Background: an optimization exercise with open tools, aiming at small area. Do not read the settings as production practice.
RTL that was checked went through simulation tests only; none was proved equivalent to the original.
Power and IR drop assume default switching activity.

==> run a: inputs <==
## top_level
module top_level(
                rst,
                CLK100MHZ,
                i_switch,
                o_led,
                o_tx,
                o_rx
                );
    input       rst;
    input       CLK100MHZ;
    input [3:0] i_switch;
    output      o_led;
    output [7:0] o_tx;
    output      o_rx;
    parameter SEED   = 9'b110101010;
    wire        o_prbs;
    wire        reset;
    reg [1:0]   clk_count;
    reg         enable;
    assign reset  = ~rst;
    always @(posedge CLK100MHZ) begin
        if (reset) begin
            clk_count <= 2'd0;
            enable    <= 1'b0;
        end else begin
            clk_count <= clk_count + 2'd1;
            enable    <= (clk_count == 2'd0);
        end
    end
    prbs9 #(.SEED(SEED)) prbs_r(
        .clk   (CLK100MHZ),
        .enable(enable),
        .rst   (reset),
        .o_bit (o_prbs)
    );
    tx tx_r(
        .clk   (CLK100MHZ),
        .rst   (reset),
        .enable(i_switch[0]),
        .i_tx  (o_prbs),
        .o_tx  (o_tx)
    );
    rx rx_r(
        .clk   (CLK100MHZ),
        .rst   (reset),
        .enable(i_switch[1]),
        .i_rx  (o_tx),
        .i_sw  (i_switch[2:1]),
        .o_rx  (o_rx)
    );
    ber ber_r(
        .clk      (CLK100MHZ),
        .rst      (reset),
        .enable   (enable),
        .clk_count(clk_count),
        .i_prbs   (o_prbs),
        .i_rx     (o_rx),
        .o_err    (o_led)
    );
endmodule
==> module ber, before the edit <==
module ber(clk, rst, enable, clk_count, i_prbs, i_rx, o_err);
    input  clk;
    input  rst;
    input  enable;
    input  [1:0] clk_count;
    input  i_prbs;
    input  i_rx;
    output o_err;
    reg [512:0] ring;
    reg [3:0] cap;
    reg       o_error;
    reg [8:0] count;
    reg       full;
    reg       error;
    reg [8:0] ber_shift;
    assign o_err = o_error;
    wire [31:0] taps;
    genvar g;
    generate
        for (g = 0; g < 32; g = g + 1) begin : g_tap
            assign taps[g] = ring[16*g];
        end
    endgenerate
    wire       tap    = taps[ber_shift[6:2]];
    wire [1:0] wslot  = count[1:0] - 2'd1;
    wire [1:0] rslot  = count[1:0] - ber_shift[1:0] - 2'd1;
    wire       now    = (ber_shift[1:0] == 2'd0) & (ber_shift[8:7] == 2'd3);
    wire       hist   = now ? tap : cap[rslot];
    wire       valid  = full | (ber_shift < count);
    wire       miss   = (valid & hist) ^ i_prbs;
    wire       last   = (ber_shift == ~count);
    always @(posedge clk) begin
        ring <= {ring[511:0], enable ? i_rx : ring[512]};
        if (clk_count == {~ber_shift[8], ber_shift[7]})
            cap[wslot] <= tap;
    end
    always @(posedge clk) begin
        if (rst) begin
            o_error   <= 1'b0;
            count     <= 9'd0;
            full      <= 1'b0;
            error     <= 1'b0;
            ber_shift <= 9'd0;
        end else if (enable) begin
            count <= count + 9'd1;
            if (count == 9'd511)
                full <= 1'b1;
            error <= error | miss;
            if (last) begin
                if (!error) begin
                    o_error <= 1'b1;
                    error   <= miss;
                end else begin
                    ber_shift <= ber_shift + 9'd1;
                    error     <= 1'b0;
                    o_error   <= 1'b0;
                end
            end
        end
    end
endmodule
export LEC_CHECK = 0
export ABC_AREA = 1
export CAP_MARGIN = 20
export CORE_MARGIN = 2
export CORE_UTILIZATION = 65
export CTS_BUF_LIST = sky130_fd_sc_hd__clkbuf_8
export CTS_CLUSTER_DIAMETER = 60
export CTS_CLUSTER_SIZE = 18
export SLEW_MARGIN = 20
create_clock -name core_clock -period 10.0 [get_ports {CLK100MHZ}]
standard.sh (not shown) runs the stock make flow with config.mk's settings and CLKGATE_MAP_FILE= SYNTH_SCRIPT=/design/flow/synth_recipe.tcl, a recipe that flattens the netlist after the stock synthesis.
==> flow/flow/run.sh <==
#!/bin/bash
# Layout flow: the standard flow, except that synthesis skips the quick
# "abc -fast" pass at the end of Yosys's fine stage, so that extract_fa sees
# the full adders of the RTL as written (abc -fast restructures them and
# extract_fa then surrounds the adders it finds with inverters). Everything
# else, including the naming and flattening of synth_recipe.tcl, is unchanged.
set -euo pipefail
W=$PWD
sed 's/synth -top \$::env(DESIGN_NAME) -run fine: {\*}\$synth_full_args/synth -top $::env(DESIGN_NAME) -run fine: -noabc {*}$synth_full_args/' \
    "$FLOW_HOME/scripts/synth.tcl" > "$W/synth_noabc.tcl"
grep -q -- '-run fine: -noabc' "$W/synth_noabc.tcl" || { echo "could not patch synth.tcl" >&2; exit 1; }
sed "s#source \$::env(SCRIPTS_DIR)/synth.tcl#source $W/synth_noabc.tcl#" synth_recipe.tcl > "$W/synth_recipe_noabc.tcl"
grep -q "synth_noabc.tcl" "$W/synth_recipe_noabc.tcl" || { echo "could not patch synth_recipe.tcl" >&2; exit 1; }
bash standard.sh SYNTH_SCRIPT="$W/synth_recipe_noabc.tcl" finish > "$W/flow_make.log" 2>&1
==> inputs of run b, as changes to run a <==
--- a/flow/design.v
+++ b/flow/design.v
@@ -679,3 +679,3 @@
     reg [512:0] ring;
-    reg [3:0] cap;
+    reg       cap;
     reg       o_error;
@@ -686,17 +686,15 @@
     assign o_err = o_error;
-    wire [31:0] taps;
+    wire [127:0] taps;
     genvar g;
     generate
-        for (g = 0; g < 32; g = g + 1) begin : g_tap
-            assign taps[g] = ring[16*g];
+        for (g = 0; g < 128; g = g + 1) begin : g_tap
+            assign taps[g] = ring[4*g];
         end
     endgenerate
-    wire       tap    = taps[ber_shift[6:2]];
-    wire [1:0] wslot  = count[1:0] - 2'd1;
-    wire [1:0] rslot  = count[1:0] - ber_shift[1:0] - 2'd1;
-    wire       now    = (ber_shift[1:0] == 2'd0) & (ber_shift[8:7] == 2'd3);
-    wire       hist   = now ? tap : cap[rslot];
-    wire       valid  = full | (ber_shift < count);
-    wire       miss   = (valid & hist) ^ i_prbs;
-    wire       last   = (ber_shift == ~count);
+    wire tap   = taps[ber_shift[6:0]];
+    wire late  = (ber_shift[8:7] == 2'd3);
+    wire hist  = late ? tap : cap;
+    wire valid = full | (ber_shift < count);
+    wire miss  = (valid & hist) ^ i_prbs;
+    wire last  = (ber_shift == ~count);
     always @(posedge clk) begin
@@ -704,3 +702,3 @@
         if (clk_count == {~ber_shift[8], ber_shift[7]})
-            cap[wslot] <= tap;
+            cap <= tap;
     end
Settings changed: CORE_UTILIZATION 65 to 40, CTS_BUF_LIST sky130_fd_sc_hd__clkbuf_8 to sky130_fd_sc_hd__clkbuf_16, CTS_CLUSTER_DIAMETER 60 to 80, CTS_CLUSTER_SIZE 18 to 35.
==> comparison <==
- In run a the sequential cell count is higher than in run b, by 3.
- Utilization: run a is higher than run b (26 points).
- Worst hold slack: run a is worse than run b (0.022 ns).
- Register-to-register slack: run b is lower than run a (0.06 ns).
- In run b the sequential share of layout area is lower than in run a, by 2.8 points.
- Between run b and run a, the lower clock power is in run a (gap about 10%, measured against run a).
- Of run b and run a, run b has the higher routed wire length (gap 12%, measured against run a).
- Run a completed without violations. Run b went through all stages and came out clean.
- Between run a and run b, the lower global-route usage is in run b (gap 7.8 points).
==> figures <==
Die extent in x: run a 202.2 microns; run b 260.2 microns
Outcome: run a finished clean; run b finished clean
Switching share of total power: run a 37.10%; run b 36.90%
Proportion of layout cells with a drive suffix above 1: run a 3.412%; run b 3.395%
Arrival time reported for the critical path endpoint: run a 9.50 ns; run b 9.52 ns
P per Cell Area: run a 303.3 nW/um^2; run b 291.8 nW/um^2
Largest stage delay on the critical path: run a 0.55 ns; run b 0.54 ns
Number of placement rows: run a 72; run b 93
Via count: run a 14340; run b 15460
Number of global-route vias before repair: run a 14470; run b 15470
Total cell area at the placement stage: run a 26020 sq um; run b 27060 sq um
Core area: run a 38740 sq um; run b 64700 sq um
Overall power consumption: run a 8.159 mW; run b 8.209 mW
Sequential cell fraction of total power: run a 38.9%; run b 38.5%
Non-clock buffer share of cell area: run a 0.6278%; run b 0.7340%
# clock sinks: run a 765; run b 762
Synthesized netlist cell count: run a 2286; run b 2476
Layout-to-synthesis area ratio: run a 1.0540x; run b 1.0714x
The RTL of run a was laid out without a check of its function.

port drivers added, routing unchanged:
The results above use ideal ports. As a check the final layouts listed here were re-extracted and re-timed, cells and wires unchanged.
Step 1: set_driving_cell puts a clkbuf_16 on CLK100MHZ and a buf_2 on each other input, an assumption about the parent block.
Step 2 also shifts input and output timing later by t, the mid clock arrival at the registers, as if the neighbouring blocks saw the same clock.
a / b / c = ideal ports / drivers / drivers and shift; a / b = the first two.
| run | shift t [ns] | setup slack, ns | worst setup path at the end | worst slew at a driven data input, ns |
|---|---|---|---|---|
| run a | 0.718 | 1.095 / 1.095 / 1.095 | register to register | 0.04 |
| run b | 0.701 | 1.031 / 1.031 / 1.031 | register to register | 0.10 |
After both steps every run listed still meets setup and hold.
